Source: an optimization exercise on an open RTL-to-GDS flow (aim: small area, a short achievable clock period and few clock cycles). Production flows keep margins and buffers that such runs may drop.
For this run, only the layout was checked, not whether the RTL still works.
No activity file was given, so power comes from the tool's default toggle rates.

==> design.v <==
`timescale 1ns / 1ps
module fmultiplier(
    input  wire        clk,
    input  wire        rst,
    input  wire        valid,       
    input  wire [31:0] a,
    input  wire [31:0] b,
    output reg  [31:0] z,
    output reg         out_valid    
);
    function automatic [4:0] msb23(input [22:0] x);
        integer i;
        begin
            msb23 = 5'd0;
            for (i = 0; i < 23; i = i + 1)
                if (x[i]) msb23 = i[4:0];
        end
    endfunction
    function automatic [4:0] tz24(input [23:0] x);
        integer n, j;
        reg [23:0] low;           
        begin
            for (n = 0; n < 24; n = n + 1)
                low[n] = x[n] & ((x & ((24'd1 << n) - 24'd1)) == 24'd0);
            for (j = 0; j < 5; j = j + 1) begin
                tz24[j] = 1'b0;
                for (n = 0; n < 24; n = n + 1)
                    if ((n >> j) & 1) tz24[j] = tz24[j] | low[n];
            end
        end
    endfunction
    wire        sa = a[31], sb = b[31];
    wire [7:0]  ea = a[30:23], eb = b[30:23];
    wire [22:0] fa = a[22:0], fb = b[22:0];
    wire a_ez = (ea == 8'h00), b_ez = (eb == 8'h00);
    wire a_eo = (ea == 8'hFF), b_eo = (eb == 8'hFF);
    wire a_fz = (fa == 23'd0), b_fz = (fb == 23'd0);
    wire a_nan  = a_eo & ~a_fz, b_nan  = b_eo & ~b_fz;
    wire a_inf  = a_eo &  a_fz, b_inf  = b_eo &  b_fz;
    wire a_zero = a_ez &  a_fz, b_zero = b_ez &  b_fz;
    wire is_nan  = a_nan | b_nan | (a_inf & b_zero) | (b_inf & a_zero);
    wire is_inf  = a_inf | b_inf;
    wire is_zero = a_zero | b_zero;
    wire [23:0] ma = {~a_ez, fa};
    wire [23:0] mb = {~b_ez, fb};
    wire [7:0]  xa = {ea[7:1], ea[0] | a_ez};
    wire [7:0]  xb = {eb[7:1], eb[0] | b_ez};
    wire [26:0] yb = {2'b00, mb, 1'b0};
    wire [12:0] bn;               
    wire [24:0] bm0, bm1, bm2, bm3, bm4, bm5, bm6, bm7, bm8, bm9, bm10, bm11, bm12;
    wire [24:0] bmx [0:12];
    genvar gi;
    generate
        for (gi = 0; gi < 13; gi = gi + 1) begin : g_booth
            wire d2 = yb[2*gi+2], d1 = yb[2*gi+1], d0 = yb[2*gi];
            wire one = d1 ^ d0;
            wire two = ~one & (d2 ^ d1);
            assign bn[gi] = d2;
            assign bmx[gi] = (({25{one}} & {1'b0, ma}) | ({25{two}} & {ma, 1'b0})) ^ {25{bn[gi]}};
        end
    endgenerate
    assign bm0 = bmx[0];   assign bm1 = bmx[1];   assign bm2 = bmx[2];
    assign bm3 = bmx[3];   assign bm4 = bmx[4];   assign bm5 = bmx[5];
    assign bm6 = bmx[6];   assign bm7 = bmx[7];   assign bm8 = bmx[8];
    assign bm9 = bmx[9];   assign bm10 = bmx[10]; assign bm11 = bmx[11];
    assign bm12 = bmx[12];
    wire hs0, hc0;
    fmul_ha u_ha0 (.a(bn[8]), .b(bm0[16]), .s(hs0), .co(hc0));
    wire hs1, hc1;
    fmul_ha u_ha1 (.a(bm0[17]), .b(bm1[15]), .s(hs1), .co(hc1));
    wire fs0, fc0;
    fmul_fa u_fa0 (.a(bn[9]), .b(bm0[18]), .c(bm1[16]), .s(fs0), .co(fc0));
    wire hs2, hc2;
    fmul_ha u_ha2 (.a(bm2[14]), .b(bm3[12]), .s(hs2), .co(hc2));
    wire fs1, fc1;
    fmul_fa u_fa1 (.a(bm0[19]), .b(bm1[17]), .c(bm2[15]), .s(fs1), .co(fc1));
    wire hs3, hc3;
    fmul_ha u_ha3 (.a(bm3[13]), .b(bm4[11]), .s(hs3), .co(hc3));
    wire fs2, fc2;
    fmul_fa u_fa2 (.a(bn[10]), .b(bm0[20]), .c(bm1[18]), .s(fs2), .co(fc2));
    wire fs3, fc3;
    fmul_fa u_fa3 (.a(bm2[16]), .b(bm3[14]), .c(bm4[12]), .s(fs3), .co(fc3));
    wire hs4, hc4;
    fmul_ha u_ha4 (.a(bm5[10]), .b(bm6[8]), .s(hs4), .co(hc4));
    wire fs4, fc4;
    fmul_fa u_fa4 (.a(bm0[21]), .b(bm1[19]), .c(bm2[17]), .s(fs4), .co(fc4));
    wire fs5, fc5;
    fmul_fa u_fa5 (.a(bm3[15]), .b(bm4[13]), .c(bm5[11]), .s(fs5), .co(fc5));
    wire hs5, hc5;
    fmul_ha u_ha5 (.a(bm6[9]), .b(bm7[7]), .s(hs5), .co(hc5));
    wire fs6, fc6;
    fmul_fa u_fa6 (.a(bn[11]), .b(bm0[22]), .c(bm1[20]), .s(fs6), .co(fc6));
    wire fs7, fc7;
    fmul_fa u_fa7 (.a(bm2[18]), .b(bm3[16]), .c(bm4[14]), .s(fs7), .co(fc7));
    wire fs8, fc8;
    fmul_fa u_fa8 (.a(bm5[12]), .b(bm6[10]), .c(bm7[8]), .s(fs8), .co(fc8));
    wire hs6, hc6;
    fmul_ha u_ha6 (.a(bm8[6]), .b(bm9[4]), .s(hs6), .co(hc6));
    wire fs9, fc9;
    fmul_fa u_fa9 (.a(bm0[23]), .b(bm1[21]), .c(bm2[19]), .s(fs9), .co(fc9));
    wire fs10, fc10;
    fmul_fa u_fa10 (.a(bm3[17]), .b(bm4[15]), .c(bm5[13]), .s(fs10), .co(fc10));
    wire fs11, fc11;
    fmul_fa u_fa11 (.a(bm6[11]), .b(bm7[9]), .c(bm8[7]), .s(fs11), .co(fc11));
    wire hs7, hc7;
    fmul_ha u_ha7 (.a(bm9[5]), .b(bm10[3]), .s(hs7), .co(hc7));
    wire fs12, fc12;
    fmul_fa u_fa12 (.a(bm0[24]), .b(bm1[22]), .c(bm2[20]), .s(fs12), .co(fc12));
    wire fs13, fc13;
    fmul_fa u_fa13 (.a(bm3[18]), .b(bm4[16]), .c(bm5[14]), .s(fs13), .co(fc13));
    wire fs14, fc14;
    fmul_fa u_fa14 (.a(bm6[12]), .b(bm7[10]), .c(bm8[8]), .s(fs14), .co(fc14));
    wire fs15, fc15;
    fmul_fa u_fa15 (.a(bm9[6]), .b(bm10[4]), .c(bm11[2]), .s(fs15), .co(fc15));
    wire fs16, fc16;
    fmul_fa u_fa16 (.a(bn[0]), .b(bm1[23]), .c(bm2[21]), .s(fs16), .co(fc16));
    wire fs17, fc17;
    fmul_fa u_fa17 (.a(bm3[19]), .b(bm4[17]), .c(bm5[15]), .s(fs17), .co(fc17));
    wire fs18, fc18;
    fmul_fa u_fa18 (.a(bm6[13]), .b(bm7[11]), .c(bm8[9]), .s(fs18), .co(fc18));
    wire fs19, fc19;
    fmul_fa u_fa19 (.a(bm9[7]), .b(bm10[5]), .c(bm11[3]), .s(fs19), .co(fc19));
    wire fs20, fc20;
    fmul_fa u_fa20 (.a(bn[0]), .b(bm1[24]), .c(bm2[22]), .s(fs20), .co(fc20));
    wire fs21, fc21;
    fmul_fa u_fa21 (.a(bm3[20]), .b(bm4[18]), .c(bm5[16]), .s(fs21), .co(fc21));
    wire fs22, fc22;
    fmul_fa u_fa22 (.a(bm6[14]), .b(bm7[12]), .c(bm8[10]), .s(fs22), .co(fc22));
    wire fs23, fc23;
    fmul_fa u_fa23 (.a(bm9[8]), .b(bm10[6]), .c(bm11[4]), .s(fs23), .co(fc23));
    wire fs24, fc24;
    fmul_fa u_fa24 (.a(~bn[0]), .b(~bn[1]), .c(bm2[23]), .s(fs24), .co(fc24));
    wire fs25, fc25;
    fmul_fa u_fa25 (.a(bm3[21]), .b(bm4[19]), .c(bm5[17]), .s(fs25), .co(fc25));
    wire fs26, fc26;
    fmul_fa u_fa26 (.a(bm6[15]), .b(bm7[13]), .c(bm8[11]), .s(fs26), .co(fc26));
    wire fs27, fc27;
    fmul_fa u_fa27 (.a(bm9[9]), .b(bm10[7]), .c(bm11[5]), .s(fs27), .co(fc27));
    wire fs28, fc28;
    fmul_fa u_fa28 (.a(1'b1), .b(bm2[24]), .c(bm3[22]), .s(fs28), .co(fc28));
    wire fs29, fc29;
    fmul_fa u_fa29 (.a(bm4[20]), .b(bm5[18]), .c(bm6[16]), .s(fs29), .co(fc29));
    wire fs30, fc30;
    fmul_fa u_fa30 (.a(bm7[14]), .b(bm8[12]), .c(bm9[10]), .s(fs30), .co(fc30));
    wire hs8, hc8;
    fmul_ha u_ha8 (.a(bm10[8]), .b(bm11[6]), .s(hs8), .co(hc8));
    wire fs31, fc31;
    fmul_fa u_fa31 (.a(~bn[2]), .b(bm3[23]), .c(bm4[21]), .s(fs31), .co(fc31));
    wire fs32, fc32;
    fmul_fa u_fa32 (.a(bm5[19]), .b(bm6[17]), .c(bm7[15]), .s(fs32), .co(fc32));
    wire fs33, fc33;
    fmul_fa u_fa33 (.a(bm8[13]), .b(bm9[11]), .c(bm10[9]), .s(fs33), .co(fc33));
    wire fs34, fc34;
    fmul_fa u_fa34 (.a(1'b1), .b(bm3[24]), .c(bm4[22]), .s(fs34), .co(fc34));
    wire fs35, fc35;
    fmul_fa u_fa35 (.a(bm5[20]), .b(bm6[18]), .c(bm7[16]), .s(fs35), .co(fc35));
    wire hs9, hc9;
    fmul_ha u_ha9 (.a(bm8[14]), .b(bm9[12]), .s(hs9), .co(hc9));
    wire fs36, fc36;
    fmul_fa u_fa36 (.a(~bn[3]), .b(bm4[23]), .c(bm5[21]), .s(fs36), .co(fc36));
    wire fs37, fc37;
    fmul_fa u_fa37 (.a(bm6[19]), .b(bm7[17]), .c(bm8[15]), .s(fs37), .co(fc37));
    wire fs38, fc38;
    fmul_fa u_fa38 (.a(1'b1), .b(bm4[24]), .c(bm5[22]), .s(fs38), .co(fc38));
    wire hs10, hc10;
    fmul_ha u_ha10 (.a(bm6[20]), .b(bm7[18]), .s(hs10), .co(hc10));
    wire fs39, fc39;
    fmul_fa u_fa39 (.a(~bn[4]), .b(bm5[23]), .c(bm6[21]), .s(fs39), .co(fc39));
    wire hs11, hc11;
    fmul_ha u_ha11 (.a(1'b1), .b(bm5[24]), .s(hs11), .co(hc11));
    wire hs12, hc12;
    fmul_ha u_ha12 (.a(bn[5]), .b(bm0[10]), .s(hs12), .co(hc12));
    wire hs13, hc13;
    fmul_ha u_ha13 (.a(bm0[11]), .b(bm1[9]), .s(hs13), .co(hc13));
    wire fs40, fc40;
    fmul_fa u_fa40 (.a(bn[6]), .b(bm0[12]), .c(bm1[10]), .s(fs40), .co(fc40));
    wire hs14, hc14;
    fmul_ha u_ha14 (.a(bm2[8]), .b(bm3[6]), .s(hs14), .co(hc14));
    wire fs41, fc41;
    fmul_fa u_fa41 (.a(bm0[13]), .b(bm1[11]), .c(bm2[9]), .s(fs41), .co(fc41));
    wire hs15, hc15;
    fmul_ha u_ha15 (.a(bm3[7]), .b(bm4[5]), .s(hs15), .co(hc15));
    wire fs42, fc42;
    fmul_fa u_fa42 (.a(bn[7]), .b(bm0[14]), .c(bm1[12]), .s(fs42), .co(fc42));
    wire fs43, fc43;
    fmul_fa u_fa43 (.a(bm2[10]), .b(bm3[8]), .c(bm4[6]), .s(fs43), .co(fc43));
    wire hs16, hc16;
    fmul_ha u_ha16 (.a(bm5[4]), .b(bm6[2]), .s(hs16), .co(hc16));
    wire fs44, fc44;
    fmul_fa u_fa44 (.a(bm0[15]), .b(bm1[13]), .c(bm2[11]), .s(fs44), .co(fc44));
    wire fs45, fc45;
    fmul_fa u_fa45 (.a(bm3[9]), .b(bm4[7]), .c(bm5[5]), .s(fs45), .co(fc45));
    wire hs17, hc17;
    fmul_ha u_ha17 (.a(bm6[3]), .b(bm7[1]), .s(hs17), .co(hc17));
    wire fs46, fc46;
    fmul_fa u_fa46 (.a(bm1[14]), .b(bm2[12]), .c(bm3[10]), .s(fs46), .co(fc46));
    wire fs47, fc47;
    fmul_fa u_fa47 (.a(bm4[8]), .b(bm5[6]), .c(bm6[4]), .s(fs47), .co(fc47));
    wire fs48, fc48;
    fmul_fa u_fa48 (.a(bm7[2]), .b(bm8[0]), .c(hs0), .s(fs48), .co(fc48));
    wire fs49, fc49;
    fmul_fa u_fa49 (.a(bm2[13]), .b(bm3[11]), .c(bm4[9]), .s(fs49), .co(fc49));
    wire fs50, fc50;
    fmul_fa u_fa50 (.a(bm5[7]), .b(bm6[5]), .c(bm7[3]), .s(fs50), .co(fc50));
    wire fs51, fc51;
    fmul_fa u_fa51 (.a(bm8[1]), .b(hc0), .c(hs1), .s(fs51), .co(fc51));
    wire fs52, fc52;
    fmul_fa u_fa52 (.a(bm4[10]), .b(bm5[8]), .c(bm6[6]), .s(fs52), .co(fc52));
    wire fs53, fc53;
    fmul_fa u_fa53 (.a(bm7[4]), .b(bm8[2]), .c(bm9[0]), .s(fs53), .co(fc53));
    wire fs54, fc54;
    fmul_fa u_fa54 (.a(hc1), .b(hs2), .c(fs0), .s(fs54), .co(fc54));
    wire fs55, fc55;
    fmul_fa u_fa55 (.a(bm5[9]), .b(bm6[7]), .c(bm7[5]), .s(fs55), .co(fc55));
    wire fs56, fc56;
    fmul_fa u_fa56 (.a(bm8[3]), .b(bm9[1]), .c(hc2), .s(fs56), .co(fc56));
    wire fs57, fc57;
    fmul_fa u_fa57 (.a(hs3), .b(fc0), .c(fs1), .s(fs57), .co(fc57));
    wire fs58, fc58;
    fmul_fa u_fa58 (.a(bm7[6]), .b(bm8[4]), .c(bm9[2]), .s(fs58), .co(fc58));
    wire fs59, fc59;
    fmul_fa u_fa59 (.a(bm10[0]), .b(hc3), .c(hs4), .s(fs59), .co(fc59));
    wire fs60, fc60;
    fmul_fa u_fa60 (.a(fc1), .b(fs2), .c(fs3), .s(fs60), .co(fc60));
    wire fs61, fc61;
    fmul_fa u_fa61 (.a(bm8[5]), .b(bm9[3]), .c(bm10[1]), .s(fs61), .co(fc61));
    wire fs62, fc62;
    fmul_fa u_fa62 (.a(hc4), .b(hs5), .c(fc2), .s(fs62), .co(fc62));
    wire fs63, fc63;
    fmul_fa u_fa63 (.a(fc3), .b(fs4), .c(fs5), .s(fs63), .co(fc63));
    wire fs64, fc64;
    fmul_fa u_fa64 (.a(bm10[2]), .b(bm11[0]), .c(hc5), .s(fs64), .co(fc64));
    wire fs65, fc65;
    fmul_fa u_fa65 (.a(hs6), .b(fc4), .c(fc5), .s(fs65), .co(fc65));
    wire fs66, fc66;
    fmul_fa u_fa66 (.a(fs6), .b(fs7), .c(fs8), .s(fs66), .co(fc66));
    wire fs67, fc67;
    fmul_fa u_fa67 (.a(bm11[1]), .b(hc6), .c(hs7), .s(fs67), .co(fc67));
    wire fs68, fc68;
    fmul_fa u_fa68 (.a(fc6), .b(fc7), .c(fc8), .s(fs68), .co(fc68));
    wire fs69, fc69;
    fmul_fa u_fa69 (.a(fs9), .b(fs10), .c(fs11), .s(fs69), .co(fc69));
    wire fs70, fc70;
    fmul_fa u_fa70 (.a(bm12[0]), .b(hc7), .c(fc9), .s(fs70), .co(fc70));
    wire fs71, fc71;
    fmul_fa u_fa71 (.a(fc10), .b(fc11), .c(fs12), .s(fs71), .co(fc71));
    wire fs72, fc72;
    fmul_fa u_fa72 (.a(fs13), .b(fs14), .c(fs15), .s(fs72), .co(fc72));
    wire fs73, fc73;
    fmul_fa u_fa73 (.a(bm12[1]), .b(fc12), .c(fc13), .s(fs73), .co(fc73));
    wire fs74, fc74;
    fmul_fa u_fa74 (.a(fc14), .b(fc15), .c(fs16), .s(fs74), .co(fc74));
    wire fs75, fc75;
    fmul_fa u_fa75 (.a(fs17), .b(fs18), .c(fs19), .s(fs75), .co(fc75));
    wire fs76, fc76;
    fmul_fa u_fa76 (.a(bm12[2]), .b(fc16), .c(fc17), .s(fs76), .co(fc76));
    wire fs77, fc77;
    fmul_fa u_fa77 (.a(fc18), .b(fc19), .c(fs20), .s(fs77), .co(fc77));
    wire fs78, fc78;
    fmul_fa u_fa78 (.a(fs21), .b(fs22), .c(fs23), .s(fs78), .co(fc78));
    wire fs79, fc79;
    fmul_fa u_fa79 (.a(bm12[3]), .b(fc20), .c(fc21), .s(fs79), .co(fc79));
    wire fs80, fc80;
    fmul_fa u_fa80 (.a(fc22), .b(fc23), .c(fs24), .s(fs80), .co(fc80));
    wire fs81, fc81;
    fmul_fa u_fa81 (.a(fs25), .b(fs26), .c(fs27), .s(fs81), .co(fc81));
    wire fs82, fc82;
    fmul_fa u_fa82 (.a(bm12[4]), .b(hs8), .c(fc24), .s(fs82), .co(fc82));
    wire fs83, fc83;
    fmul_fa u_fa83 (.a(fc25), .b(fc26), .c(fc27), .s(fs83), .co(fc83));
    wire fs84, fc84;
    fmul_fa u_fa84 (.a(fs28), .b(fs29), .c(fs30), .s(fs84), .co(fc84));
    wire fs85, fc85;
    fmul_fa u_fa85 (.a(bm11[7]), .b(bm12[5]), .c(hc8), .s(fs85), .co(fc85));
    wire fs86, fc86;
    fmul_fa u_fa86 (.a(fc28), .b(fc29), .c(fc30), .s(fs86), .co(fc86));
    wire fs87, fc87;
    fmul_fa u_fa87 (.a(fs31), .b(fs32), .c(fs33), .s(fs87), .co(fc87));
    wire fs88, fc88;
    fmul_fa u_fa88 (.a(bm10[10]), .b(bm11[8]), .c(bm12[6]), .s(fs88), .co(fc88));
    wire fs89, fc89;
    fmul_fa u_fa89 (.a(hs9), .b(fc31), .c(fc32), .s(fs89), .co(fc89));
    wire fs90, fc90;
    fmul_fa u_fa90 (.a(fc33), .b(fs34), .c(fs35), .s(fs90), .co(fc90));
    wire fs91, fc91;
    fmul_fa u_fa91 (.a(bm9[13]), .b(bm10[11]), .c(bm11[9]), .s(fs91), .co(fc91));
    wire fs92, fc92;
    fmul_fa u_fa92 (.a(bm12[7]), .b(hc9), .c(fc34), .s(fs92), .co(fc92));
    wire fs93, fc93;
    fmul_fa u_fa93 (.a(fc35), .b(fs36), .c(fs37), .s(fs93), .co(fc93));
    wire fs94, fc94;
    fmul_fa u_fa94 (.a(bm8[16]), .b(bm9[14]), .c(bm10[12]), .s(fs94), .co(fc94));
    wire fs95, fc95;
    fmul_fa u_fa95 (.a(bm11[10]), .b(bm12[8]), .c(hs10), .s(fs95), .co(fc95));
    wire fs96, fc96;
    fmul_fa u_fa96 (.a(fc36), .b(fc37), .c(fs38), .s(fs96), .co(fc96));
    wire fs97, fc97;
    fmul_fa u_fa97 (.a(bm7[19]), .b(bm8[17]), .c(bm9[15]), .s(fs97), .co(fc97));
    wire fs98, fc98;
    fmul_fa u_fa98 (.a(bm10[13]), .b(bm11[11]), .c(bm12[9]), .s(fs98), .co(fc98));
    wire fs99, fc99;
    fmul_fa u_fa99 (.a(hc10), .b(fc38), .c(fs39), .s(fs99), .co(fc99));
    wire fs100, fc100;
    fmul_fa u_fa100 (.a(bm6[22]), .b(bm7[20]), .c(bm8[18]), .s(fs100), .co(fc100));
    wire fs101, fc101;
    fmul_fa u_fa101 (.a(bm9[16]), .b(bm10[14]), .c(bm11[12]), .s(fs101), .co(fc101));
    wire fs102, fc102;
    fmul_fa u_fa102 (.a(bm12[10]), .b(hs11), .c(fc39), .s(fs102), .co(fc102));
    wire fs103, fc103;
    fmul_fa u_fa103 (.a(~bn[5]), .b(bm6[23]), .c(bm7[21]), .s(fs103), .co(fc103));
    wire fs104, fc104;
    fmul_fa u_fa104 (.a(bm8[19]), .b(bm9[17]), .c(bm10[15]), .s(fs104), .co(fc104));
    wire fs105, fc105;
    fmul_fa u_fa105 (.a(bm11[13]), .b(bm12[11]), .c(hc11), .s(fs105), .co(fc105));
    wire fs106, fc106;
    fmul_fa u_fa106 (.a(1'b1), .b(bm6[24]), .c(bm7[22]), .s(fs106), .co(fc106));
    wire fs107, fc107;
    fmul_fa u_fa107 (.a(bm8[20]), .b(bm9[18]), .c(bm10[16]), .s(fs107), .co(fc107));
    wire hs18, hc18;
    fmul_ha u_ha18 (.a(bm11[14]), .b(bm12[12]), .s(hs18), .co(hc18));
    wire fs108, fc108;
    fmul_fa u_fa108 (.a(~bn[6]), .b(bm7[23]), .c(bm8[21]), .s(fs108), .co(fc108));
    wire fs109, fc109;
    fmul_fa u_fa109 (.a(bm9[19]), .b(bm10[17]), .c(bm11[15]), .s(fs109), .co(fc109));
    wire fs110, fc110;
    fmul_fa u_fa110 (.a(1'b1), .b(bm7[24]), .c(bm8[22]), .s(fs110), .co(fc110));
    wire hs19, hc19;
    fmul_ha u_ha19 (.a(bm9[20]), .b(bm10[18]), .s(hs19), .co(hc19));
    wire fs111, fc111;
    fmul_fa u_fa111 (.a(~bn[7]), .b(bm8[23]), .c(bm9[21]), .s(fs111), .co(fc111));
    wire hs20, hc20;
    fmul_ha u_ha20 (.a(1'b1), .b(bm8[24]), .s(hs20), .co(hc20));
    wire hs21, hc21;
    fmul_ha u_ha21 (.a(bn[3]), .b(bm0[6]), .s(hs21), .co(hc21));
    wire hs22, hc22;
    fmul_ha u_ha22 (.a(bm0[7]), .b(bm1[5]), .s(hs22), .co(hc22));
    wire fs112, fc112;
    fmul_fa u_fa112 (.a(bn[4]), .b(bm0[8]), .c(bm1[6]), .s(fs112), .co(fc112));
    wire hs23, hc23;
    fmul_ha u_ha23 (.a(bm2[4]), .b(bm3[2]), .s(hs23), .co(hc23));
    wire fs113, fc113;
    fmul_fa u_fa113 (.a(bm0[9]), .b(bm1[7]), .c(bm2[5]), .s(fs113), .co(fc113));
    wire hs24, hc24;
    fmul_ha u_ha24 (.a(bm3[3]), .b(bm4[1]), .s(hs24), .co(hc24));
    wire fs114, fc114;
    fmul_fa u_fa114 (.a(bm1[8]), .b(bm2[6]), .c(bm3[4]), .s(fs114), .co(fc114));
    wire fs115, fc115;
    fmul_fa u_fa115 (.a(bm4[2]), .b(bm5[0]), .c(hs12), .s(fs115), .co(fc115));
    wire fs116, fc116;
    fmul_fa u_fa116 (.a(bm2[7]), .b(bm3[5]), .c(bm4[3]), .s(fs116), .co(fc116));
    wire fs117, fc117;
    fmul_fa u_fa117 (.a(bm5[1]), .b(hc12), .c(hs13), .s(fs117), .co(fc117));
    wire fs118, fc118;
    fmul_fa u_fa118 (.a(bm4[4]), .b(bm5[2]), .c(bm6[0]), .s(fs118), .co(fc118));
    wire fs119, fc119;
    fmul_fa u_fa119 (.a(hc13), .b(hs14), .c(fs40), .s(fs119), .co(fc119));
    wire fs120, fc120;
    fmul_fa u_fa120 (.a(bm5[3]), .b(bm6[1]), .c(hc14), .s(fs120), .co(fc120));
    wire fs121, fc121;
    fmul_fa u_fa121 (.a(hs15), .b(fc40), .c(fs41), .s(fs121), .co(fc121));
    wire fs122, fc122;
    fmul_fa u_fa122 (.a(bm7[0]), .b(hc15), .c(hs16), .s(fs122), .co(fc122));
    wire fs123, fc123;
    fmul_fa u_fa123 (.a(fc41), .b(fs42), .c(fs43), .s(fs123), .co(fc123));
    wire fs124, fc124;
    fmul_fa u_fa124 (.a(hc16), .b(hs17), .c(fc42), .s(fs124), .co(fc124));
    wire fs125, fc125;
    fmul_fa u_fa125 (.a(fc43), .b(fs44), .c(fs45), .s(fs125), .co(fc125));
    wire fs126, fc126;
    fmul_fa u_fa126 (.a(hc17), .b(fc44), .c(fc45), .s(fs126), .co(fc126));
    wire fs127, fc127;
    fmul_fa u_fa127 (.a(fs46), .b(fs47), .c(fs48), .s(fs127), .co(fc127));
    wire fs128, fc128;
    fmul_fa u_fa128 (.a(fc46), .b(fc47), .c(fs49), .s(fs128), .co(fc128));
    wire fs129, fc129;
    fmul_fa u_fa129 (.a(fs50), .b(fc48), .c(fs51), .s(fs129), .co(fc129));
    wire fs130, fc130;
    fmul_fa u_fa130 (.a(fc49), .b(fc50), .c(fs52), .s(fs130), .co(fc130));
    wire fs131, fc131;
    fmul_fa u_fa131 (.a(fs53), .b(fc51), .c(fs54), .s(fs131), .co(fc131));
    wire fs132, fc132;
    fmul_fa u_fa132 (.a(fc52), .b(fc53), .c(fs55), .s(fs132), .co(fc132));
    wire fs133, fc133;
    fmul_fa u_fa133 (.a(fs56), .b(fc54), .c(fs57), .s(fs133), .co(fc133));
    wire fs134, fc134;
    fmul_fa u_fa134 (.a(fc55), .b(fs58), .c(fc56), .s(fs134), .co(fc134));
    wire fs135, fc135;
    fmul_fa u_fa135 (.a(fs59), .b(fc57), .c(fs60), .s(fs135), .co(fc135));
    wire fs136, fc136;
    fmul_fa u_fa136 (.a(fc58), .b(fs61), .c(fc59), .s(fs136), .co(fc136));
    wire fs137, fc137;
    fmul_fa u_fa137 (.a(fc60), .b(fs62), .c(fs63), .s(fs137), .co(fc137));
    wire fs138, fc138;
    fmul_fa u_fa138 (.a(fc61), .b(fs64), .c(fc62), .s(fs138), .co(fc138));
    wire fs139, fc139;
    fmul_fa u_fa139 (.a(fc63), .b(fs65), .c(fs66), .s(fs139), .co(fc139));
    wire fs140, fc140;
    fmul_fa u_fa140 (.a(fc64), .b(fs67), .c(fc65), .s(fs140), .co(fc140));
    wire fs141, fc141;
    fmul_fa u_fa141 (.a(fc66), .b(fs68), .c(fs69), .s(fs141), .co(fc141));
    wire fs142, fc142;
    fmul_fa u_fa142 (.a(fc67), .b(fc68), .c(fc69), .s(fs142), .co(fc142));
    wire fs143, fc143;
    fmul_fa u_fa143 (.a(fs70), .b(fs71), .c(fs72), .s(fs143), .co(fc143));
    wire fs144, fc144;
    fmul_fa u_fa144 (.a(fc70), .b(fc71), .c(fc72), .s(fs144), .co(fc144));
    wire fs145, fc145;
    fmul_fa u_fa145 (.a(fs73), .b(fs74), .c(fs75), .s(fs145), .co(fc145));
    wire fs146, fc146;
    fmul_fa u_fa146 (.a(fc73), .b(fc74), .c(fc75), .s(fs146), .co(fc146));
    wire fs147, fc147;
    fmul_fa u_fa147 (.a(fs76), .b(fs77), .c(fs78), .s(fs147), .co(fc147));
    wire fs148, fc148;
    fmul_fa u_fa148 (.a(fc76), .b(fc77), .c(fc78), .s(fs148), .co(fc148));
    wire fs149, fc149;
    fmul_fa u_fa149 (.a(fs79), .b(fs80), .c(fs81), .s(fs149), .co(fc149));
    wire fs150, fc150;
    fmul_fa u_fa150 (.a(fc79), .b(fc80), .c(fc81), .s(fs150), .co(fc150));
    wire fs151, fc151;
    fmul_fa u_fa151 (.a(fs82), .b(fs83), .c(fs84), .s(fs151), .co(fc151));
    wire fs152, fc152;
    fmul_fa u_fa152 (.a(fs85), .b(fc82), .c(fc83), .s(fs152), .co(fc152));
    wire fs153, fc153;
    fmul_fa u_fa153 (.a(fc84), .b(fs86), .c(fs87), .s(fs153), .co(fc153));
    wire fs154, fc154;
    fmul_fa u_fa154 (.a(fs88), .b(fc85), .c(fc86), .s(fs154), .co(fc154));
    wire fs155, fc155;
    fmul_fa u_fa155 (.a(fc87), .b(fs89), .c(fs90), .s(fs155), .co(fc155));
    wire fs156, fc156;
    fmul_fa u_fa156 (.a(fc88), .b(fs91), .c(fc89), .s(fs156), .co(fc156));
    wire fs157, fc157;
    fmul_fa u_fa157 (.a(fc90), .b(fs92), .c(fs93), .s(fs157), .co(fc157));
    wire fs158, fc158;
    fmul_fa u_fa158 (.a(fc91), .b(fs94), .c(fs95), .s(fs158), .co(fc158));
    wire fs159, fc159;
    fmul_fa u_fa159 (.a(fc92), .b(fc93), .c(fs96), .s(fs159), .co(fc159));
    wire fs160, fc160;
    fmul_fa u_fa160 (.a(fc94), .b(fs97), .c(fs98), .s(fs160), .co(fc160));
    wire fs161, fc161;
    fmul_fa u_fa161 (.a(fc95), .b(fc96), .c(fs99), .s(fs161), .co(fc161));
    wire fs162, fc162;
    fmul_fa u_fa162 (.a(fc97), .b(fc98), .c(fs100), .s(fs162), .co(fc162));
    wire fs163, fc163;
    fmul_fa u_fa163 (.a(fs101), .b(fc99), .c(fs102), .s(fs163), .co(fc163));
    wire fs164, fc164;
    fmul_fa u_fa164 (.a(fc100), .b(fc101), .c(fs103), .s(fs164), .co(fc164));
    wire fs165, fc165;
    fmul_fa u_fa165 (.a(fs104), .b(fs105), .c(fc102), .s(fs165), .co(fc165));
    wire fs166, fc166;
    fmul_fa u_fa166 (.a(hs18), .b(fc103), .c(fc104), .s(fs166), .co(fc166));
    wire fs167, fc167;
    fmul_fa u_fa167 (.a(fs106), .b(fs107), .c(fc105), .s(fs167), .co(fc167));
    wire fs168, fc168;
    fmul_fa u_fa168 (.a(bm12[13]), .b(hc18), .c(fc106), .s(fs168), .co(fc168));
    wire fs169, fc169;
    fmul_fa u_fa169 (.a(fc107), .b(fs108), .c(fs109), .s(fs169), .co(fc169));
    wire fs170, fc170;
    fmul_fa u_fa170 (.a(bm11[16]), .b(bm12[14]), .c(hs19), .s(fs170), .co(fc170));
    wire fs171, fc171;
    fmul_fa u_fa171 (.a(fc108), .b(fc109), .c(fs110), .s(fs171), .co(fc171));
    wire fs172, fc172;
    fmul_fa u_fa172 (.a(bm10[19]), .b(bm11[17]), .c(bm12[15]), .s(fs172), .co(fc172));
    wire fs173, fc173;
    fmul_fa u_fa173 (.a(hc19), .b(fc110), .c(fs111), .s(fs173), .co(fc173));
    wire fs174, fc174;
    fmul_fa u_fa174 (.a(bm9[22]), .b(bm10[20]), .c(bm11[18]), .s(fs174), .co(fc174));
    wire fs175, fc175;
    fmul_fa u_fa175 (.a(bm12[16]), .b(hs20), .c(fc111), .s(fs175), .co(fc175));
    wire fs176, fc176;
    fmul_fa u_fa176 (.a(~bn[8]), .b(bm9[23]), .c(bm10[21]), .s(fs176), .co(fc176));
    wire fs177, fc177;
    fmul_fa u_fa177 (.a(bm11[19]), .b(bm12[17]), .c(hc20), .s(fs177), .co(fc177));
    wire fs178, fc178;
    fmul_fa u_fa178 (.a(1'b1), .b(bm9[24]), .c(bm10[22]), .s(fs178), .co(fc178));
    wire hs25, hc25;
    fmul_ha u_ha25 (.a(bm11[20]), .b(bm12[18]), .s(hs25), .co(hc25));
    wire fs179, fc179;
    fmul_fa u_fa179 (.a(~bn[9]), .b(bm10[23]), .c(bm11[21]), .s(fs179), .co(fc179));
    wire hs26, hc26;
    fmul_ha u_ha26 (.a(1'b1), .b(bm10[24]), .s(hs26), .co(hc26));
    wire hs27, hc27;
    fmul_ha u_ha27 (.a(bn[2]), .b(bm0[4]), .s(hs27), .co(hc27));
    wire hs28, hc28;
    fmul_ha u_ha28 (.a(bm0[5]), .b(bm1[3]), .s(hs28), .co(hc28));
    wire fs180, fc180;
    fmul_fa u_fa180 (.a(bm1[4]), .b(bm2[2]), .c(bm3[0]), .s(fs180), .co(fc180));
    wire fs181, fc181;
    fmul_fa u_fa181 (.a(bm2[3]), .b(bm3[1]), .c(hc21), .s(fs181), .co(fc181));
    wire fs182, fc182;
    fmul_fa u_fa182 (.a(bm4[0]), .b(hc22), .c(hs23), .s(fs182), .co(fc182));
    wire fs183, fc183;
    fmul_fa u_fa183 (.a(hc23), .b(hs24), .c(fc112), .s(fs183), .co(fc183));
    wire fs184, fc184;
    fmul_fa u_fa184 (.a(hc24), .b(fc113), .c(fs114), .s(fs184), .co(fc184));
    wire fs185, fc185;
    fmul_fa u_fa185 (.a(fc114), .b(fs116), .c(fc115), .s(fs185), .co(fc185));
    wire fs186, fc186;
    fmul_fa u_fa186 (.a(fc116), .b(fs118), .c(fc117), .s(fs186), .co(fc186));
    wire fs187, fc187;
    fmul_fa u_fa187 (.a(fc118), .b(fs120), .c(fc119), .s(fs187), .co(fc187));
    wire fs188, fc188;
    fmul_fa u_fa188 (.a(fc120), .b(fs122), .c(fc121), .s(fs188), .co(fc188));
    wire fs189, fc189;
    fmul_fa u_fa189 (.a(fc122), .b(fc123), .c(fs124), .s(fs189), .co(fc189));
    wire fs190, fc190;
    fmul_fa u_fa190 (.a(fc124), .b(fc125), .c(fs126), .s(fs190), .co(fc190));
    wire fs191, fc191;
    fmul_fa u_fa191 (.a(fc126), .b(fs128), .c(fc127), .s(fs191), .co(fc191));
    wire fs192, fc192;
    fmul_fa u_fa192 (.a(fc128), .b(fs130), .c(fc129), .s(fs192), .co(fc192));
    wire fs193, fc193;
    fmul_fa u_fa193 (.a(fc130), .b(fs132), .c(fc131), .s(fs193), .co(fc193));
    wire fs194, fc194;
    fmul_fa u_fa194 (.a(fc132), .b(fs134), .c(fc133), .s(fs194), .co(fc194));
    wire fs195, fc195;
    fmul_fa u_fa195 (.a(fc134), .b(fs136), .c(fc135), .s(fs195), .co(fc195));
    wire fs196, fc196;
    fmul_fa u_fa196 (.a(fc136), .b(fs138), .c(fc137), .s(fs196), .co(fc196));
    wire fs197, fc197;
    fmul_fa u_fa197 (.a(fc138), .b(fs140), .c(fc139), .s(fs197), .co(fc197));
    wire fs198, fc198;
    fmul_fa u_fa198 (.a(fc140), .b(fc141), .c(fs142), .s(fs198), .co(fc198));
    wire fs199, fc199;
    fmul_fa u_fa199 (.a(fc142), .b(fc143), .c(fs144), .s(fs199), .co(fc199));
    wire fs200, fc200;
    fmul_fa u_fa200 (.a(fc144), .b(fc145), .c(fs146), .s(fs200), .co(fc200));
    wire fs201, fc201;
    fmul_fa u_fa201 (.a(fc146), .b(fc147), .c(fs148), .s(fs201), .co(fc201));
    wire fs202, fc202;
    fmul_fa u_fa202 (.a(fc148), .b(fc149), .c(fs150), .s(fs202), .co(fc202));
    wire fs203, fc203;
    fmul_fa u_fa203 (.a(fc150), .b(fs152), .c(fc151), .s(fs203), .co(fc203));
    wire fs204, fc204;
    fmul_fa u_fa204 (.a(fc152), .b(fs154), .c(fc153), .s(fs204), .co(fc204));
    wire fs205, fc205;
    fmul_fa u_fa205 (.a(fc154), .b(fs156), .c(fc155), .s(fs205), .co(fc205));
    wire fs206, fc206;
    fmul_fa u_fa206 (.a(fs158), .b(fc156), .c(fc157), .s(fs206), .co(fc206));
    wire fs207, fc207;
    fmul_fa u_fa207 (.a(fs160), .b(fc158), .c(fc159), .s(fs207), .co(fc207));
    wire fs208, fc208;
    fmul_fa u_fa208 (.a(fc160), .b(fs162), .c(fc161), .s(fs208), .co(fc208));
    wire fs209, fc209;
    fmul_fa u_fa209 (.a(fc162), .b(fs164), .c(fc163), .s(fs209), .co(fc209));
    wire fs210, fc210;
    fmul_fa u_fa210 (.a(fc164), .b(fs166), .c(fs167), .s(fs210), .co(fc210));
    wire fs211, fc211;
    fmul_fa u_fa211 (.a(fc166), .b(fs168), .c(fs169), .s(fs211), .co(fc211));
    wire fs212, fc212;
    fmul_fa u_fa212 (.a(fs170), .b(fc168), .c(fc169), .s(fs212), .co(fc212));
    wire fs213, fc213;
    fmul_fa u_fa213 (.a(fs172), .b(fc170), .c(fc171), .s(fs213), .co(fc213));
    wire fs214, fc214;
    fmul_fa u_fa214 (.a(fc172), .b(fs174), .c(fc173), .s(fs214), .co(fc214));
    wire fs215, fc215;
    fmul_fa u_fa215 (.a(fc174), .b(fs176), .c(fs177), .s(fs215), .co(fc215));
    wire fs216, fc216;
    fmul_fa u_fa216 (.a(hs25), .b(fc176), .c(fs178), .s(fs216), .co(fc216));
    wire fs217, fc217;
    fmul_fa u_fa217 (.a(bm12[19]), .b(hc25), .c(fc178), .s(fs217), .co(fc217));
    wire fs218, fc218;
    fmul_fa u_fa218 (.a(bm11[22]), .b(bm12[20]), .c(hs26), .s(fs218), .co(fc218));
    wire fs219, fc219;
    fmul_fa u_fa219 (.a(~bn[10]), .b(bm11[23]), .c(bm12[21]), .s(fs219), .co(fc219));
    wire hs29, hc29;
    fmul_ha u_ha29 (.a(1'b1), .b(bm11[24]), .s(hs29), .co(hc29));
    wire hs30, hc30;
    fmul_ha u_ha30 (.a(bn[1]), .b(bm0[2]), .s(hs30), .co(hc30));
    wire hs31, hc31;
    fmul_ha u_ha31 (.a(bm0[3]), .b(bm1[1]), .s(hs31), .co(hc31));
    wire fs220, fc220;
    fmul_fa u_fa220 (.a(bm1[2]), .b(bm2[0]), .c(hs27), .s(fs220), .co(fc220));
    wire fs221, fc221;
    fmul_fa u_fa221 (.a(bm2[1]), .b(hc27), .c(hs28), .s(fs221), .co(fc221));
    wire fs222, fc222;
    fmul_fa u_fa222 (.a(hc28), .b(hs21), .c(fs180), .s(fs222), .co(fc222));
    wire fs223, fc223;
    fmul_fa u_fa223 (.a(hs22), .b(fc180), .c(fs181), .s(fs223), .co(fc223));
    wire fs224, fc224;
    fmul_fa u_fa224 (.a(fs112), .b(fc181), .c(fs182), .s(fs224), .co(fc224));
    wire fs225, fc225;
    fmul_fa u_fa225 (.a(fs113), .b(fc182), .c(fs183), .s(fs225), .co(fc225));
    wire fs226, fc226;
    fmul_fa u_fa226 (.a(fs115), .b(fc183), .c(fs184), .s(fs226), .co(fc226));
    wire fs227, fc227;
    fmul_fa u_fa227 (.a(fs117), .b(fc184), .c(fs185), .s(fs227), .co(fc227));
    wire fs228, fc228;
    fmul_fa u_fa228 (.a(fs119), .b(fc185), .c(fs186), .s(fs228), .co(fc228));
    wire fs229, fc229;
    fmul_fa u_fa229 (.a(fs121), .b(fc186), .c(fs187), .s(fs229), .co(fc229));
    wire fs230, fc230;
    fmul_fa u_fa230 (.a(fs123), .b(fc187), .c(fs188), .s(fs230), .co(fc230));
    wire fs231, fc231;
    fmul_fa u_fa231 (.a(fs125), .b(fc188), .c(fs189), .s(fs231), .co(fc231));
    wire fs232, fc232;
    fmul_fa u_fa232 (.a(fs127), .b(fc189), .c(fs190), .s(fs232), .co(fc232));
    wire fs233, fc233;
    fmul_fa u_fa233 (.a(fs129), .b(fc190), .c(fs191), .s(fs233), .co(fc233));
    wire fs234, fc234;
    fmul_fa u_fa234 (.a(fs131), .b(fc191), .c(fs192), .s(fs234), .co(fc234));
    wire fs235, fc235;
    fmul_fa u_fa235 (.a(fs133), .b(fc192), .c(fs193), .s(fs235), .co(fc235));
    wire fs236, fc236;
    fmul_fa u_fa236 (.a(fs135), .b(fc193), .c(fs194), .s(fs236), .co(fc236));
    wire fs237, fc237;
    fmul_fa u_fa237 (.a(fs137), .b(fc194), .c(fs195), .s(fs237), .co(fc237));
    wire fs238, fc238;
    fmul_fa u_fa238 (.a(fs139), .b(fc195), .c(fs196), .s(fs238), .co(fc238));
    wire fs239, fc239;
    fmul_fa u_fa239 (.a(fs141), .b(fc196), .c(fs197), .s(fs239), .co(fc239));
    wire fs240, fc240;
    fmul_fa u_fa240 (.a(fs143), .b(fc197), .c(fs198), .s(fs240), .co(fc240));
    wire fs241, fc241;
    fmul_fa u_fa241 (.a(fs145), .b(fc198), .c(fs199), .s(fs241), .co(fc241));
    wire fs242, fc242;
    fmul_fa u_fa242 (.a(fs147), .b(fc199), .c(fs200), .s(fs242), .co(fc242));
    wire fs243, fc243;
    fmul_fa u_fa243 (.a(fs149), .b(fc200), .c(fs201), .s(fs243), .co(fc243));
    wire fs244, fc244;
    fmul_fa u_fa244 (.a(fs151), .b(fc201), .c(fs202), .s(fs244), .co(fc244));
    wire fs245, fc245;
    fmul_fa u_fa245 (.a(fs153), .b(fc202), .c(fs203), .s(fs245), .co(fc245));
    wire fs246, fc246;
    fmul_fa u_fa246 (.a(fs155), .b(fc203), .c(fs204), .s(fs246), .co(fc246));
    wire fs247, fc247;
    fmul_fa u_fa247 (.a(fs157), .b(fc204), .c(fs205), .s(fs247), .co(fc247));
    wire fs248, fc248;
    fmul_fa u_fa248 (.a(fs159), .b(fc205), .c(fs206), .s(fs248), .co(fc248));
    wire fs249, fc249;
    fmul_fa u_fa249 (.a(fs161), .b(fc206), .c(fs207), .s(fs249), .co(fc249));
    wire fs250, fc250;
    fmul_fa u_fa250 (.a(fs163), .b(fc207), .c(fs208), .s(fs250), .co(fc250));
    wire fs251, fc251;
    fmul_fa u_fa251 (.a(fs165), .b(fs209), .c(fc208), .s(fs251), .co(fc251));
    wire fs252, fc252;
    fmul_fa u_fa252 (.a(fc165), .b(fs210), .c(fc209), .s(fs252), .co(fc252));
    wire fs253, fc253;
    fmul_fa u_fa253 (.a(fc167), .b(fs211), .c(fc210), .s(fs253), .co(fc253));
    wire fs254, fc254;
    fmul_fa u_fa254 (.a(fs171), .b(fc211), .c(fs212), .s(fs254), .co(fc254));
    wire fs255, fc255;
    fmul_fa u_fa255 (.a(fs173), .b(fc212), .c(fs213), .s(fs255), .co(fc255));
    wire fs256, fc256;
    fmul_fa u_fa256 (.a(fs175), .b(fc213), .c(fs214), .s(fs256), .co(fc256));
    wire fs257, fc257;
    fmul_fa u_fa257 (.a(fc175), .b(fs215), .c(fc214), .s(fs257), .co(fc257));
    wire fs258, fc258;
    fmul_fa u_fa258 (.a(fc177), .b(fs216), .c(fc215), .s(fs258), .co(fc258));
    wire fs259, fc259;
    fmul_fa u_fa259 (.a(fs179), .b(fc216), .c(fs217), .s(fs259), .co(fc259));
    wire fs260, fc260;
    fmul_fa u_fa260 (.a(fc179), .b(fs218), .c(fc217), .s(fs260), .co(fc260));
    wire fs261, fc261;
    fmul_fa u_fa261 (.a(hc26), .b(fs219), .c(fc218), .s(fs261), .co(fc261));
    wire fs262, fc262;
    fmul_fa u_fa262 (.a(bm12[22]), .b(hs29), .c(fc219), .s(fs262), .co(fc262));
    wire fs263, fc263;
    fmul_fa u_fa263 (.a(~bn[11]), .b(bm12[23]), .c(hc29), .s(fs263), .co(fc263));
    wire [47:0] s_row = {fs263, fs262, fs261, fc259, fs259, fs258, fs257, fc255, fc254, fs254, fs253, fs252, fc250, fc249, fc248, fc247, fc246, fc245, fc244, fc243, fc242, fc241, fc240, fc239, fc238, fc237, fc236, fc235, fc234, fc233, fc232, fc231, fc230, fc229, fc228, fc227, fc226, fc225, fc224, fc223, fc222, fc221, fc220, hc31, hc30, bm1[0], bm0[1], bn[0]};
    wire [47:0] c_row = {fc262, fc261, fc260, fs260, fc258, fc257, fc256, fs256, fs255, fc253, fc252, fc251, fs251, fs250, fs249, fs248, fs247, fs246, fs245, fs244, fs243, fs242, fs241, fs240, fs239, fs238, fs237, fs236, fs235, fs234, fs233, fs232, fs231, fs230, fs229, fs228, fs227, fs226, fs225, fs224, fs223, fs222, fs221, fs220, hs31, hs30, 1'b0, bm0[0]};
    wire [4:0]  ka  = msb23(fa), kb = msb23(fb);    
    wire [4:0]  tza = tz24(ma), tzb = tz24(mb);     
    wire [8:0]  xs  = {1'b0, xa} + {1'b0, xb};
    wire signed [10:0] u_nn = $signed({2'b00, xs}) - 11'sd128;
    wire signed [10:0] u_an = $signed({3'b000, xb}) + $signed({6'd0, ka}) - 11'sd150;
    wire signed [10:0] u_bn = $signed({3'b000, xa}) + $signed({6'd0, kb}) - 11'sd150;
    wire signed [10:0] u  = a_ez ? u_an : (b_ez ? u_bn : u_nn);
    wire        nrm = ~u[10];                       
    wire [4:0]  t1  = a_ez ? ka : (b_ez ? kb : 5'd23);    
    wire signed [10:0] t2 = 11'sd151 - $signed({2'b00, xs});    
    wire        t2big = (xs < 9'd88);               
    wire [5:0]  t2c = t2big ? 6'd63 : t2[5:0];
    wire [5:0]  tsh = nrm ? {1'b0, t1} : t2c;       
    wire [7:0]  e_0 = nrm ? u[7:0] : 8'd0;          
    wire        ovf_hi = nrm & (u >= 11'sd254);
    wire        ovf_eq = nrm & (u == 11'sd253);
    wire        special = is_nan | is_inf | is_zero;
    wire        uf = (xs < 9'd103);                 
    wire        slow = ~special & ~uf & (a_ez | b_ez | u_nn[10]);
    localparam K = 16;
    wire [K:0]  p_lo = {1'b0, s_row[K-1:0]} + {1'b0, c_row[K-1:0]};
    reg [47:K] r_s, r_c;
    reg [K-1:0] r_plo;
    reg        r_cy;
    reg [5:0]  r_tsh;
    reg [4:0]  r_tza, r_tzb;
    reg [7:0]  r_e0;
    reg        r_ovh, r_ove, r_sz, r_nan, r_inf, r_zero, r_slow;
    reg        r_v1;              
    reg        r_v2;              
    reg [47:22] r_q;              
    wire        hold = r_v1 & r_slow;
    always @(posedge clk) begin
        r_s    <= s_row[47:K];
        r_c    <= c_row[47:K];
        r_plo  <= p_lo[K-1:0];
        r_cy   <= p_lo[K];
    end
    always @(posedge clk) begin
        if (!hold) begin
            r_e0   <= e_0;
            r_tsh  <= tsh;
            r_tza  <= tza;
            r_tzb  <= tzb;
            r_ovh  <= ovf_hi & ~is_zero;
            r_ove  <= ovf_eq & ~is_zero;
            r_sz   <= sa ^ sb;
            r_nan  <= is_nan;
            r_inf  <= is_inf;
            r_zero <= is_zero | uf;
            r_slow <= slow;
        end
    end
    always @(posedge clk or posedge rst) begin
        if (rst) begin
            r_v1 <= 1'b0;
            r_v2 <= 1'b0;
        end else begin
            r_v1 <= valid;
            r_v2 <= r_v1 & r_slow;
        end
    end
    wire [47:K] p_hi = r_s + r_c + {{(47-K){1'b0}}, r_cy};
    wire [47:0] p = {p_hi, r_plo};
    wire [70:0] x  = {p, 23'd0};
    wire [70:0] qx = x >> r_tsh;
    always @(posedge clk) r_q <= qx[47:22];
    wire [47:22] q = r_v2 ? r_q : p[47:22];
    wire [7:0]  e_1 = r_e0 + 8'd1;
    wire [7:0]  e_2 = r_e0 + 8'd2;
    wire [5:0]  tzs = {1'b0, r_tza} + {1'b0, r_tzb};    
    wire        st1 = (tzs < r_tsh);
    wire        st0 = (tzs + 6'd1 < r_tsh);
    wire        inc_h = q[23] & (st1 | q[24]);
    wire [30:0] pk_h0 = {e_2, q[46:24]};
    wire [30:0] pk_h1 = pk_h0 + 31'd1;
    wire [30:0] pk_h  = inc_h ? pk_h1 : pk_h0;
    wire        inc_l = q[22] & (st0 | q[23]);
    wire [30:0] pk_l0 = {(q[46] ? e_1 : r_e0), q[45:23]};
    wire [30:0] pk_l1 = pk_l0 + 31'd1;
    wire [30:0] pk_l  = inc_l ? pk_l1 : pk_l0;
    wire [30:0] pk    = q[47] ? pk_h : pk_l;
    wire        ovf   = r_ovh | (r_ove & q[47]);
    always @(*) out_valid = (r_v1 & ~r_slow) | r_v2;
    always @(*) begin
        if (r_nan)
            z = 32'h7FC0_0000;
        else if (r_inf | ovf)
            z = {r_sz, 8'hFF, 23'd0};
        else if (r_zero)
            z = {r_sz, 31'd0};
        else
            z = {r_sz, pk};
    end
endmodule
module fmul_fa(input wire a, input wire b, input wire c, output wire s, output wire co);
    assign s  = a ^ b ^ c;
    assign co = (a & b) | (a & c) | (b & c);
endmodule
module fmul_ha(input wire a, input wire b, output wire s, output wire co);
    assign s  = a ^ b;
    assign co = a & b;
endmodule
==> flow/run.sh <==
#!/bin/bash
# Standard layout, with the ports buffered by buf cells instead of the delay
# buffer that buffer_ports picks by default.
export BUFFER_PORTS_ARGS="-buffer_cell sky130_fd_sc_hd__buf_2"
bash standard.sh > standard.log 2>&1
==> standard.sh <==
#!/bin/bash
# synth_recipe.tcl (not shown) runs the flow's synth.tcl, then flattens the netlist and writes it again
# the make line also repeats each setting of config.mk as NAME=value (left out here)
make -C /OpenROAD-flow-scripts/flow DESIGN_CONFIG=/design/flow/config.mk WORK_HOME=/design/flow/orfs CLKGATE_MAP_FILE= SYNTH_SCRIPT=/design/flow/synth_recipe.tcl "${@:-finish}"
==> config.mk <==
export PLATFORM = sky130hd
export DESIGN_NAME = fmultiplier
export DESIGN_NICKNAME = fmultiplier
export VERILOG_FILES = /design/flow/design.v
export SDC_FILE = /design/flow/constraint.sdc
export NUM_CORES = 4
export LEC_CHECK = 0
export ABC_AREA = 1
export CAP_MARGIN = 20
export CORE_MARGIN = 2
export CORE_UTILIZATION = 40
export PLACE_DENSITY = 0.6
export SETUP_SLACK_MARGIN = 4.0
export SLEW_MARGIN = 20
export SYNTH_HIERARCHICAL = 1
==> constraint.sdc <==
create_clock -name core_clock -period 10.0 [get_ports {clk}]
set_input_delay 2.0000 -clock core_clock [delete_from_list [all_inputs] [get_ports {clk}]]
set_output_delay 2.0000 -clock core_clock [all_outputs]
set_load 0.01 [all_outputs]
==> notes.md <==
-- timing repair --
item | in CTS | in global routing
pin swaps | 47 | 78
cloned | 2 | 6
endpoints found under the setup margin | 84 | 76
resized for setup | 86 | 169
setup buffers | 19 | 46
-- cells in the mapped netlist, drive strengths merged (2+ instances only) --
master / n
and2: 6
nand2: 836
mux2i: 12
dfrtp: 2
nand3b: 4
buf: 56
o211ai: 17
and3: 2
xnor2: 19
o221ai: 4
o22ai: 285
o21a: 6
or2: 21
o21ai: 144
o311ai: 3
clkinv: 30
nor4: 6
dfxtp: 107
nor2: 294
a21oi: 104
a31oi: 10
a22oi: 3
nand4: 24
o211a: 2
nand3: 300
a221oi: 2
a21o: 3
clkbuf: 145
inv: 364
ha: 152
o21bai: 11
a311oi: 2
o31ai: 5
edfxtp: 31
a21boi: 2
xor2: 340
a22o: 4
nor3: 29
fa: 270
-- cells by family after synthesis --
| logic type | synth area share, % |
|---|---|
| muxes | 0.455 |
| adders and majority gates | 27.7 |
| xor gates and xnor gates | 11.9 |
| buffers and inverters | 8.58 |
| other | 0.0142 |
| and+or+nand+nor | 25.6 |
| DFF | 11.8 |
| AOI/OAI and AO/OA | 13.9 |
-- metrics by stage --
step	cells	utilization (%)	setup WS [ns]	hold slack, ns
CTS	4557	44.1	3.70	0.796
detailed placement	4504	42.5	2.91	0.776
finish	4615	45.8	3.81	0.785
global placement	4504	42.5	2.94	0.784
global route	4609	45.8	3.66	0.862
floorplan	3674	-	4.01	0.560
-- per-module statistics from Yosys, one instance, submodules excluded --
module,times used,cell area [um^2],cells inside,flops+latches
fmul_fa,264,20.0,1,0
fmul_ha,32,12.5,1,0
fmultiplier,1,20700,3369,140
-- where the power goes --
part | leakage (uW) | switching, uW | internal [uW]
clock network | 0.000279 | 285 | 371
logic | 0.0122 | 6150 | 3540
registers | 0.00126 | 142 | 947
-- state kept, by name, indices dropped and copies added, names as in the netlist, 5 cells and up --
register and cells:
r_q 26, r_e0 8, r_plo 16, r_tza 5
r_c 32, r_tsh 6, r_s 32, r_tzb 5
-- worst reg2reg max path, stage by stage, from the launching register on --
cell	delay [ns]
dfxtp_1	0.36
ha_1	0.43
nand2_1	0.15
inv_1	0.05
nand2_1	0.05
nand2_1	0.07
inv_1	0.06
nand2_1	0.08
a21oi_1	0.33
nand2_1	0.13
nand2_1	0.10
nand2_1	0.07
o21ai_0	0.39
nand2_1	0.14
nand2_1	0.10
nand2_1	0.05
nand2_1	0.14
nand2_1	0.08
a31oi_1	0.32
-- placed cells by master, fill, tap and decap left out, types with 36 or more instances in the layout --
| cell | n |
|---|---|
| dfxtp_1 | 107 |
| o21ai_0 | 109 |
| ha_1 | 144 |
| xor2_1 | 337 |
| nand2_2 | 58 |
| nand2_1 | 762 |
| nor2_1 | 233 |
| a21oi_1 | 89 |
| buf_2 | 94 |
| inv_1 | 325 |
| nand3_1 | 269 |
| o22ai_1 | 283 |
| nor2_4 | 36 |
| fa_1 | 267 |
| buf_4 | 103 |
-- layer usage --
layer / GRT usage [%] / wire, um / vias to the layer above
met5: 0 / 0 / -
met4: 13.6 / 5280 / 0
met3: 5.26 / 8170 / 278
met2: 43.6 / 42600 / 1259
met1: 37.2 / 40100 / 12400
li1: - / - / 12200
-- worst min-delay path by stage --
stage,startpoint,end,slack (ns),depth (start not counted)
floorplan,r_tsh[5],r_q[22],0.56,3
global placement,r_v1,r_v2,0.78,3
detailed placement,r_v1,r_v2,0.78,3
CTS,r_v1,r_v2,0.80,3
global route,r_slow,r_v2,0.86,3
finish,r_v1,r_v2,0.79,3
-- cell type report --
cell class	instances	area share [%]
Clock buffer	18	1.43
Sequential cell	140	10.4
Timing Repair Buffer	238	6.13
Inverter	394	5.04
Tap cell	864	3.60
Multi-Input combinational cell	2940	72.8
Antenna cell	6	0.0500
Timing Repair inverter	1	0.0167
Clock inverter	14	0.529
==> summary.txt <==
Status
  – Status: failed layout checks
  – SO Faults: antenna rules

Setup path
  – Worst path bufs/invs: 4
  – Critical path, cell by cell: buf_4 > fa_2 > a21oi_2 > o21ai_2 > xnor2_2 > buf_6 > inv_6 > nand3_4 > xor2_2 > ha_4 > a21oi_2 > o221ai_2 > nand2_2 > nand3_4 > nor2_4 > nand3_2 > nor2_4 > o21ai_0 > o21ai_1 > nor2_1 > buf_2
  – Critical path class: register to primary output
  – CP max FO: 4
  – Crit-path max cell delay: around 0.44 ns
  – Slowest-stage cell, CP: fa_2
  – Arrival @ worst endpoint: 4.19 ns
  – Req. time, crit path: 8.00 ns
  – Critical Path Start Type: register
  – Flop2flop setup slack: 6.79 ns
  – Crit path capture type: primary output
  – R2r startpoint: r_s[34]
  – Reg2reg path depth: 18
  – Crit path to: z[20]
  – Crit path max-delay family: compound AO/OA/AOI/OAI gates
  – Reg-to-Reg End: r_q[43]
  – Origin of the worst setup path: r_tza[1]
  – Worst path depth: 21

Placement
  – Detailed placer's ending HPWL: 71.4 mm
  – Port Buffers: 99
  – DP Area: 0.0278 mm^2
  – Gpl congestion: around 0.96

Timing
  – RSZ-0062 raised after global routing: yes
  – TNS Setup: 0 ns
  – Final Hold Vio Count: 0
  – Worst rel slew slack: 30.3%
  – Setup Skew: 0.0176 ns
  – Minimum clock period: 6.19 ns
  – Peak Freq: 162 MHz
  – Slew @ Worst Pin: around 1.0 ns
  – Setup-failing EPs final: 0
  – Final Cycle Share: 61.9%
  – Slew Viols, Final: 0

Clock tree
  – H-tree depth: 4
  – Clock Latency Late Sink: 0.48 ns
  – Clk sinks: 140
  – Root Driver: clkbuf_16
  – Hold Buf Count CTS: 0
  – TritonCTS buffer count: 17
  – Largest buffer count on any clock path: 2
  – TritonCTS clock tree: built
  – Clock transition at path regs: 0.07 ns

Logic synthesis
  – Synth Flop Type: dfxtp_1
  – Synth warn: 7
  – Synth top area cells: fa_1, xor2_1, nand2_1
  – Async set-or-reset flop fraction in the synthesized netlist: 1.43%
  – Cell area after synthesis: 0.0264 mm^2
  – Seq/Total Area, Yosys: 11.8%
  – Cells after Synth: 3,665
  – Yosys top cell area share: 20.5%
  – Post-synth top area cell: fa_1
  – Cell variety after synth: 68
  – Number of synthesized flops with an enable pin: 31
  – #FFs+latches synth: 140
  – Mapped Avg Cell Area: about 7 um^2

Floorplanning
  – DIE WIDTH: about 260 um
  – Io pins: 100
  – # rows: 94
  – Initial cell density of the core: 40.3%
  – Die Y: 261 um
  – Total die area: approximately 0.068 mm^2
  – Core Region: 0.0655 mm^2

Min path
  – Min-delay worst type: register to register

Pwr
  – Design Power: approximately 11,000 uW
  – Power Dens Cells: 381 mW/mm^2
  – IR drop worst, VDD: 0.224 mV
  – Leakage: 0.0138 uW

Final layout
  – Final Net Count: 4,221
  – Layout fillers: between 6,000 and 7,000
  – Finished Cell Area: 0.0300 mm^2
  – Synth-to-layout area growth: 13.7%
  – Share of cells above drive strength 1: between 10% and 20%
  – Register area: 0.00312 mm^2
  – Area of the multi-input gates: 0.0219 mm^2

GRT
  – Initial antenna violation count: 1
  – Global-route wire length before repair: 146 mm
  – Global Route Usage Sum: 27.9%
  – Grt total ovfl: 0
  – Vias in the first global route: approximately 25,000
  – Largest net degree at the start of global routing: 55

Detailed routing
  – ANT nets after route: 1
  – DR iter-0 viols: 2,422
  – Wire per inst: 20.8 um
  – Drt drc: 0
  – Routed vias/inst: 5.66
  – Routed wire length: roughly 96 mm
  – Via Count: approximately 26,000
  – DRT Pass-1 Iters: 6

Run
  – Maxcap violations: 0

[separate check: timing with driven ports]
No port has a modelled driver above. Below, the same layout with a new extraction and two added sets of constraints. Step 1, drivers: a clkbuf_16 drives clk and a buf_2 each remaining input, both assumed. Step 2 adds t to the input delays and takes it off the output delays; t is the mean of the earliest and latest rising clock arrival at the registers after step 1. Input paths then give back, and output paths get back, about the clock's delay inside the block. Three values: no drivers, after step 1, after step 2; two values: the first two.
shift t [ns]: 0.536
setup WS [ns]: 3.810 / 3.748 / 3.526
slew at the worst register clock pin (ns): 0.07 / 0.07
worst slew at a driven data input, ns: 0.07
For this run, drivers alone change the setup slack by -0.062 ns; drivers and shift together by -0.284 ns.
